From an optimization exercise on the open Yosys and OpenROAD flow, aimed at small area; shortcuts taken in it are not production practice.
Where RTL was checked, it was by simulation tests only, not by an equivalence proof against the original.
The flow treats the clock pin as an ideal source. Dropping or thinning the clock tree relies on that and would not hold on a real chip.
Power figures rest on the tool's default switching activity, not on a simulated workload.

== the reference run ==
==> module UAPBCORE, before the edit <==
module UAPBCORE(
input PCLK,
input PRESETN,
input PSEL,
input PENABLE,
input [1:0] PADDR,
input PWRITE,
input [7:0] PWDATA,
output [7:0] PRDATA,
output PREADY,
input RX,
output TX,
output TXRDY,
output RXRDY,
output [7:0] DATAOUT,
output s_tick
);
wire wr = PSEL & PENABLE & PWRITE;
wire rd = PSEL & PENABLE & ~PWRITE;
reg [7:0] baud, q;
assign s_tick = (q == baud);
always @(posedge PCLK, negedge PRESETN)
  if (!PRESETN) begin
    baud <= 8'd3;
    q <= 8'd0;
  end else begin
    if (wr && PADDR == 2'd0)
      baud <= PWDATA;
    q <= s_tick ? 8'd0 : q + 8'd1;
  end
reg [7:0] thr;           
reg       tfull;
reg [7:0] tsr;           
reg [3:0] ts;
reg [2:0] tpr;         
reg       tp2;
wire [3:0] tp = {tpr[2], tp2, tpr[1:0]};
reg       txr;
wire t_idle = ~tp[3] & tp[0] & ~tp[1];
wire t_load = t_idle & tfull;
wire t_en   = s_tick & ~t_idle;
always @(posedge PCLK)
  if (!tfull)
    thr <= PWDATA;
always @(posedge PCLK)
  if (t_load)
    tsr <= thr;
always @(posedge PCLK)
  if (t_load)
    tp2 <= 1'b1;
  else if (t_en && ts == 4'd15)
    tp2 <= tp[2] ^ (tp[1] & tp[0]);
always @(posedge PCLK)
  if (t_load)
    ts <= 4'd0;
  else if (s_tick)
    ts <= ts + 4'd1;
always @(posedge PCLK, negedge PRESETN)
  if (!PRESETN) begin
    tfull <= 1'b0;
    tpr <= 3'b001;
    txr <= 1'b1;
  end else begin
    if (t_load)
      tfull <= 1'b0;
    else if (wr && PADDR == 2'd2)
      tfull <= 1'b1;
    if (t_load)
      tpr <= 3'b011;
    else if (t_en && ts == 4'd15)
      tpr <= {tp[3] ^ (&tp[2:0]), tp[1] ^ tp[0], ~tp[0]};
    txr <= tp[3] ? tsr[tp[2:0]] : ~tp[1];
  end
assign TX = txr;
assign TXRDY = ~tfull;
reg       rxs;
reg [3:0] rs;
reg [2:0] rpr;         
reg       rp2;
wire [3:0] rp = {rpr[2], rp2, rpr[1:0]};
reg [7:0] rsr;
reg [7:0] rbuf;
reg       rfull;
wire r_idle  = ~rp[3] & rp[0] & ~rp[1];
wire r_start = r_idle & ~rxs;
wire r_en    = s_tick & ~r_idle;
wire r_last  = r_en && rs == 4'd15;
wire r_done  = r_last & ~rp[3] & ~rp[0];
always @(posedge PCLK)
  if (r_start)
    rs <= 4'd8;
  else if (s_tick)
    rs <= rs + 4'd1;
always @(posedge PCLK)
  if (r_start)
    rp2 <= 1'b1;
  else if (r_last)
    rp2 <= rp[2] ^ (rp[1] & rp[0]);
always @(posedge PCLK)
  if (r_last & rp[3])
    rsr <= {rxs, rsr[7:1]};
always @(posedge PCLK, negedge PRESETN)
  if (!PRESETN) begin
    rxs <= 1'b1;
    rpr <= 3'b001;
    rbuf <= 8'd0;
    rfull <= 1'b0;
  end else begin
    rxs <= RX;
    if (r_start)
      rpr <= 3'b011;
    else if (r_last)
      rpr <= {rp[3] ^ (&rp[2:0]), rp[1] ^ rp[0], ~rp[0]};
    if (r_done) begin
      rbuf <= rsr;
      rfull <= 1'b1;
    end else if (rd && PADDR == 2'd3)
      rfull <= 1'b0;
  end
assign RXRDY = rfull;
assign DATAOUT = rbuf;
assign PREADY = 1'b1;
assign PRDATA = PADDR[1] ? (PADDR[0] ? rbuf : 8'd0)
                         : (PADDR[0] ? {6'd0, RXRDY, TXRDY} : baud);
endmodule
export LEC_CHECK = 0
export CAP_MARGIN = 0
export CORE_MARGIN = 2
export CORE_UTILIZATION = 70
export GPL_TIMING_DRIVEN = 0
export SLEW_MARGIN = 0
create_clock -name core_clock -period 10.0 [get_ports {PCLK}]
standard.sh (not shown) runs the stock make flow with config.mk's settings and CLKGATE_MAP_FILE= SYNTH_SCRIPT=/design/flow/synth_recipe.tcl, a recipe that flattens the netlist after the stock synthesis.
==> flow/flow/run.sh <==
#!/bin/bash
# The standard ORFS layout with:
#  - the standard synthesis, then its combinational logic re-mapped for area
#    (flow/resynth.sh; flip-flops untouched);
#  - every cell first at its smallest drive (flow/downsize.tcl, after synthesis);
#  - buf_1 port buffers;
#  - a small clock tree of our own (flow/myclk.tcl, run after CTS): a grid of
#    CLK_NX x CLK_NY clock buffers, each driving the flip-flops nearest to it.
set -euo pipefail
here=$(pwd)
export BUFFER_PORTS_ARGS="-buffer_cell sky130_fd_sc_hd__buf_1"
export CTS_ARGS="-sink_clustering_enable -repair_clock_nets -dont_use_dummy_load"
export POST_CTS_TCL=$here/flow/myclk.tcl
export POST_SYNTH_TCL=$here/flow/downsize.tcl
export CLK_NX=${CLK_NX:-1} CLK_NY=${CLK_NY:-2}
export CLK_BUF=${CLK_BUF:-sky130_fd_sc_hd__clkbuf_16}
export CLK_ROOT=${CLK_ROOT:-sky130_fd_sc_hd__clkbuf_4}
results=$here/orfs/results/$FLOW_PLATFORM/UAPBCORE/base
bash standard.sh synth > flow_synth.log 2>&1
bash flow/resynth.sh $results/1_2_yosys.v > resynth.log 2>&1
bash standard.sh > flow_standard.log 2>&1
Other scripts of this flow, unchanged in this note and not shown: flow/flow/downsize.tcl, flow/flow/myclk.tcl, flow/flow/resynth.sh
Both conditions hold for the reference run: the flow ran to the end and the final layout passed the timing, DRC and antenna checks.
Changes in the trial run relative to the reference run:
-- flow/design.v --
<<< the reference run, line 19
wire wr = PSEL & PENABLE & PWRITE;
wire rd = PSEL & PENABLE & ~PWRITE;
reg [7:0] baud, q;
assign s_tick = (q == baud);
always @(posedge PCLK, negedge PRESETN)
  if (!PRESETN) begin
    baud <= 8'd3;
    q <= 8'd0;
  end else begin
    if (wr && PADDR == 2'd0)
      baud <= PWDATA;
    q <= s_tick ? 8'd0 : q + 8'd1;
  end
reg [7:0] thr;           
>>> the trial run, line 19
wire wr = PSEL & PENABLE & PWRITE;
wire rd = PSEL & PENABLE & ~PWRITE;
reg [7:0] baud, qn;       
assign s_tick = (qn == ~baud);
always @(posedge PCLK, negedge PRESETN)
  if (!PRESETN) begin
    baud <= 8'd3;
    qn <= 8'hff;
  end else begin
    if (wr && PADDR == 2'd0)
      baud <= PWDATA;
    qn <= s_tick ? 8'hff : qn - 8'd1;
  end
reg [7:0] thr;           
The trial run: PASS, flow complete, no timing, DRC or antenna violations
The height of the die of the trial run exceeds that of the reference run by 0.25 µm.
Relative to the reference run, fraction of area in registers decreased by 0.41 points in the trial run.
In the trial run, wire length is higher than in the reference run.
Compared with the reference run, in the trial run final critical path time including I/O delays and setup rose by 0.14 ns; worst setup margin lost 0.14 ns; share of power burned in combinational logic down 0.3 points; overall power of the completed layout rose by 2.7%; synthesized cell count decreased by 2 relative to the old numbers.
Only the layout flow was run in the trial run; the RTL was not checked for function there. In every run of this note, the design's own scripts or RTL, not TritonCTS, make the clock network.

* * *

== alpha ==
UAPBCORE again, from the RTL that the note above started with.
clock: 10.0 ns
lec_check: 0
cap_margin: 0
core_margin: 2
core_utilization: 70
gpl_timing_driven: 0
slew_margin: 0
==> flow/flow/run.sh <==
#!/bin/bash
# The standard ORFS layout with:
#  - the standard synthesis, then its combinational logic re-mapped for area
#    (flow/resynth.sh; flip-flops untouched);
#  - every cell first at its smallest drive (flow/downsize.tcl, after synthesis);
#  - buf_1 port buffers;
#  - a small clock tree of our own (flow/myclk.tcl, run after CTS): a grid of
#    CLK_NX x CLK_NY clock buffers, each driving the flip-flops nearest to it.
set -euo pipefail
here=$(pwd)
export BUFFER_PORTS_ARGS="-buffer_cell sky130_fd_sc_hd__buf_1"
export CTS_ARGS="-sink_clustering_enable -repair_clock_nets -dont_use_dummy_load"
export POST_CTS_TCL=$here/flow/myclk.tcl
export POST_SYNTH_TCL=$here/flow/downsize.tcl
export CLK_NX=${CLK_NX:-2} CLK_NY=${CLK_NY:-2}
export CLK_BUF=${CLK_BUF:-sky130_fd_sc_hd__clkbuf_8}
export CLK_ROOT=${CLK_ROOT:-sky130_fd_sc_hd__clkbuf_4}
results=$here/orfs/results/$FLOW_PLATFORM/UAPBCORE/base
bash standard.sh synth > flow_synth.log 2>&1
bash flow/resynth.sh $results/1_2_yosys.v > resynth.log 2>&1
bash standard.sh > flow_standard.log 2>&1
Other scripts of this flow, unchanged in this note and not shown: flow/flow/downsize.tcl, flow/flow/myclk.tcl, flow/flow/resynth.sh
alpha finished all stages; the layout is clean.
The inputs of beta differ from those of alpha as listed below.
--- a/flow/design.v
+++ b/flow/design.v
@@ -34,7 +34,5 @@
 reg [7:0] tsr;           
 reg [3:0] ts;
-reg [2:0] tpr;         
-reg       tp2;
-wire [3:0] tp = {tpr[2], tp2, tpr[1:0]};
+reg [3:0] tp;
 reg       txr;
 wire t_idle = ~tp[3] & tp[0] & ~tp[1];
@@ -49,9 +47,4 @@
 always @(posedge PCLK)
   if (t_load)
-    tp2 <= 1'b1;
-  else if (t_en && ts == 4'd15)
-    tp2 <= tp[2] ^ (tp[1] & tp[0]);
-always @(posedge PCLK)
-  if (t_load)
     ts <= 4'd0;
   else if (s_tick)
@@ -60,5 +53,5 @@
   if (!PRESETN) begin
     tfull <= 1'b0;
-    tpr <= 3'b001;
+    tp <= 4'd1;
     txr <= 1'b1;
   end else begin
@@ -68,7 +61,7 @@
       tfull <= 1'b1;
     if (t_load)
-      tpr <= 3'b011;
+      tp <= 4'd7;
     else if (t_en && ts == 4'd15)
-      tpr <= {tp[3] ^ (&tp[2:0]), tp[1] ^ tp[0], ~tp[0]};
+      tp <= tp + 4'd1;
     txr <= tp[3] ? tsr[tp[2:0]] : ~tp[1];
   end
@@ -77,7 +70,5 @@
 reg       rxs;
 reg [3:0] rs;
-reg [2:0] rpr;         
-reg       rp2;
-wire [3:0] rp = {rpr[2], rp2, rpr[1:0]};
+reg [3:0] rp;
 reg [7:0] rsr;
 reg [7:0] rbuf;
@@ -94,9 +85,4 @@
     rs <= rs + 4'd1;
 always @(posedge PCLK)
-  if (r_start)
-    rp2 <= 1'b1;
-  else if (r_last)
-    rp2 <= rp[2] ^ (rp[1] & rp[0]);
-always @(posedge PCLK)
   if (r_last & rp[3])
     rsr <= {rxs, rsr[7:1]};
@@ -104,5 +90,5 @@
   if (!PRESETN) begin
     rxs <= 1'b1;
-    rpr <= 3'b001;
+    rp <= 4'd1;
     rbuf <= 8'd0;
     rfull <= 1'b0;
@@ -110,7 +96,7 @@
     rxs <= RX;
     if (r_start)
-      rpr <= 3'b011;
+      rp <= 4'd7;
     else if (r_last)
-      rpr <= {rp[3] ^ (&rp[2:0]), rp[1] ^ rp[0], ~rp[0]};
+      rp <= rp + 4'd1;
     if (r_done) begin
       rbuf <= rsr;
==> results.txt <==
Cell area on beta is behind alpha.
Cell count after placement, beta and alpha, lower one = alpha.
Compared with alpha, beta shows count of non-filler cells in the finished layout that has gone up slightly.
beta ended with every stage complete and zero timing, DRC or antenna violations.
Going from alpha to beta, number of combinational gates with multiple inputs shrank by a few percent.
Delta (beta minus alpha): worst path setup slack after routing shrank by 0.062 ns, met1 track demand over resource picked up an extra 0.99 points, number of buffer cells added on primary ports has remained practically unchanged, number of buffer and inverter instances along the worst setup path went up, clock period minus final worst setup slack increased by 0.062 ns relative to the old numbers.
Of beta and alpha, it is beta that has the higher register area.
| proportion of layout cells with a drive suffix above 1 | beta vs alpha | ≈ equal |
Re data arrival time of the worst path: alpha was lower than beta.
For beta, only the layout was checked, not whether the RTL still works. No run of this note takes its clock network from TritonCTS; it comes from the design's own scripts or RTL.

* * *

Another version of the RTL of UAPBCORE (not shown whole).
Size in the first run: roughly 37 I/O pins, ~2600 sq um of cells after synthesis.
==> module UAPBCORE, before the edit <==
module UAPBCORE(
input PCLK,
input PRESETN,
input PSEL,
input PENABLE,
input [1:0] PADDR,
input PWRITE,
input [7:0] PWDATA,
output [7:0] PRDATA,
output PREADY,
input RX,
output TX,
output TXRDY,
output RXRDY,
output [7:0] DATAOUT,
output s_tick
);
wire wr = PSEL & PENABLE & PWRITE;
wire rd = PSEL & PENABLE & ~PWRITE;
reg [7:0] baud, q;
assign s_tick = (q == baud);
always @(posedge PCLK, negedge PRESETN)
  if (!PRESETN) begin
    baud <= 8'd3;
    q <= 8'd0;
  end else begin
    if (wr && PADDR == 2'd0)
      baud <= PWDATA;
    q <= s_tick ? 8'd0 : q + 8'd1;
  end
reg [7:0] thr;           
reg       tfull;
reg [7:0] tsr;           
reg [3:0] ts;
reg [2:0] tpr;         
reg       tp2;
wire [3:0] tp = {tpr[2], tp2, tpr[1:0]};
reg       txr;
wire t_idle = ~tp[3] & tp[0] & ~tp[1];
wire t_load = t_idle & tfull;
wire t_en   = s_tick & ~t_idle;
always @(posedge PCLK)
  if (!tfull)
    thr <= PWDATA;
always @(posedge PCLK)
  if (t_load)
    tsr <= thr;
always @(posedge PCLK)
  if (t_load)
    tp2 <= 1'b1;
  else if (t_en && ts == 4'd15)
    tp2 <= tp[2] ^ (tp[1] & tp[0]);
always @(posedge PCLK)
  if (t_load)
    ts <= 4'd0;
  else if (s_tick)
    ts <= ts + 4'd1;
always @(posedge PCLK, negedge PRESETN)
  if (!PRESETN) begin
    tfull <= 1'b0;
    tpr <= 3'b001;
    txr <= 1'b1;
  end else begin
    if (t_load)
      tfull <= 1'b0;
    else if (wr && PADDR == 2'd2)
      tfull <= 1'b1;
    if (t_load)
      tpr <= 3'b011;
    else if (t_en && ts == 4'd15)
      tpr <= {tp[3] ^ (&tp[2:0]), tp[1] ^ tp[0], ~tp[0]};
    txr <= tp[3] ? tsr[tp[2:0]] : ~tp[1];
  end
assign TX = txr;
assign TXRDY = ~tfull;
reg       rxs;
reg [3:0] rs;
reg [2:0] rpr;         
reg       rp2;
wire [3:0] rp = {rpr[2], rp2, rpr[1:0]};
reg [7:0] rsr;
reg [7:0] rbuf;
reg       rfull;
wire r_idle  = ~rp[3] & rp[0] & ~rp[1];
wire r_start = r_idle & ~rxs;
wire r_en    = s_tick & ~r_idle;
wire r_last  = r_en && rs == 4'd15;
wire r_done  = r_last & ~rp[3] & ~rp[0];
always @(posedge PCLK)
  if (r_start)
    rs <= 4'd8;
  else if (s_tick)
    rs <= rs + 4'd1;
always @(posedge PCLK)
  if (r_start)
    rp2 <= 1'b1;
  else if (r_last)
    rp2 <= rp[2] ^ (rp[1] & rp[0]);
always @(posedge PCLK)
  if (s_tick && rs == 4'd15)
    rsr <= {rxs, rsr[7:1]};
always @(posedge PCLK, negedge PRESETN)
  if (!PRESETN) begin
    rxs <= 1'b1;
    rpr <= 3'b001;
    rbuf <= 8'd0;
    rfull <= 1'b0;
  end else begin
    rxs <= RX;
    if (r_start)
      rpr <= 3'b011;
    else if (r_last)
      rpr <= {rp[3] ^ (&rp[2:0]), rp[1] ^ rp[0], ~rp[0]};
    if (r_done) begin
      rbuf <= rsr;
      rfull <= 1'b1;
    end else if (rd && PADDR == 2'd3)
      rfull <= 1'b0;
  end
assign RXRDY = rfull;
assign DATAOUT = rbuf;
assign PREADY = 1'b1;
assign PRDATA = PADDR[1] ? (PADDR[0] ? rbuf : 8'd0)
                         : (PADDR[0] ? {6'd0, RXRDY, TXRDY} : baud);
endmodule
clock: 10.0 ns
lec_check: 0
cap_margin: 0
core_margin: 2
core_utilization: 70
gpl_timing_driven: 0
slew_margin: 0
Scripts as last shown in full above: flow/flow/run.sh
Other scripts of this flow, unchanged in this note and not shown: flow/flow/downsize.tcl, flow/flow/myclk.tcl, flow/flow/resynth.sh
==> next run, changes <==
--- a/flow/design.v
+++ b/flow/design.v
@@ -41,13 +41,13 @@
 wire t_load = t_idle & tfull;
 wire t_en   = s_tick & ~t_idle;
 always @(posedge PCLK)
   if (!tfull)
     thr <= PWDATA;
 always @(posedge PCLK)
-  if (t_load)
+  if (t_idle)
     tsr <= thr;
 always @(posedge PCLK)
   if (t_load)
     tp2 <= 1'b1;
   else if (t_en && ts == 4'd15)
     tp2 <= tp[2] ^ (tp[1] & tp[0]);
@@ -95,13 +95,13 @@
 always @(posedge PCLK)
   if (r_start)
     rp2 <= 1'b1;
   else if (r_last)
     rp2 <= rp[2] ^ (rp[1] & rp[0]);
 always @(posedge PCLK)
-  if (s_tick && rs == 4'd15)
+  if (r_last & rp[3])
     rsr <= {rxs, rsr[7:1]};
 always @(posedge PCLK, negedge PRESETN)
   if (!PRESETN) begin
     rxs <= 1'b1;
     rpr <= 3'b001;
     rbuf <= 8'd0;
Outcome:
- The new run ran to the end with no violations
- synthesized area is about the same
- combinational power grows by about 2%
- wire length grows by 0.89%
- sequential power grows by about 2%
- sequential share of layout area grows by 0.24 points
- synthesized cell count shrinks by about 0.4%
- power grows by 0.63%
- die area is about the same
The RTL of the first run of this note was laid out without a check of its function. No run of this note takes its clock network from TritonCTS; it comes from the design's own scripts or RTL.

## separate check: timing with driven ports
Ports are ideal in the flow. The routed layouts listed here were re-timed in OpenROAD.
Step 1: set_driving_cell puts a clkbuf_16 on PCLK and a buf_2 on each other input, an assumption about the parent block.
Step 2 also shifts input and output timing later by t, the mid clock arrival at the registers, as if the neighbouring blocks saw the same clock.
Three values: no drivers, after step 1, after step 2; two values: the first two.
run	t, ns	slack for setup (ns)	worst setup path at the end
the reference run	0.214	4.948 / 4.926 / 4.926	input to output
the trial run	0.213	4.808 / 4.783 / 4.783	input to output
alpha	0.206	4.949 / 4.927 / 4.927	input to output
beta	0.203	4.887 / 4.864 / 4.864	input to output
the first run of note 3	0.210	5.152 / 5.130 / 5.130	input to output
the second run of note 3	0.201	4.970 / 4.943 / 4.943	input to output
After both steps setup and hold are still met in every run listed. The setup slack of the second run of note 3, which loses most, moves by -0.027 ns with the drivers and by -0.027 ns with both steps.
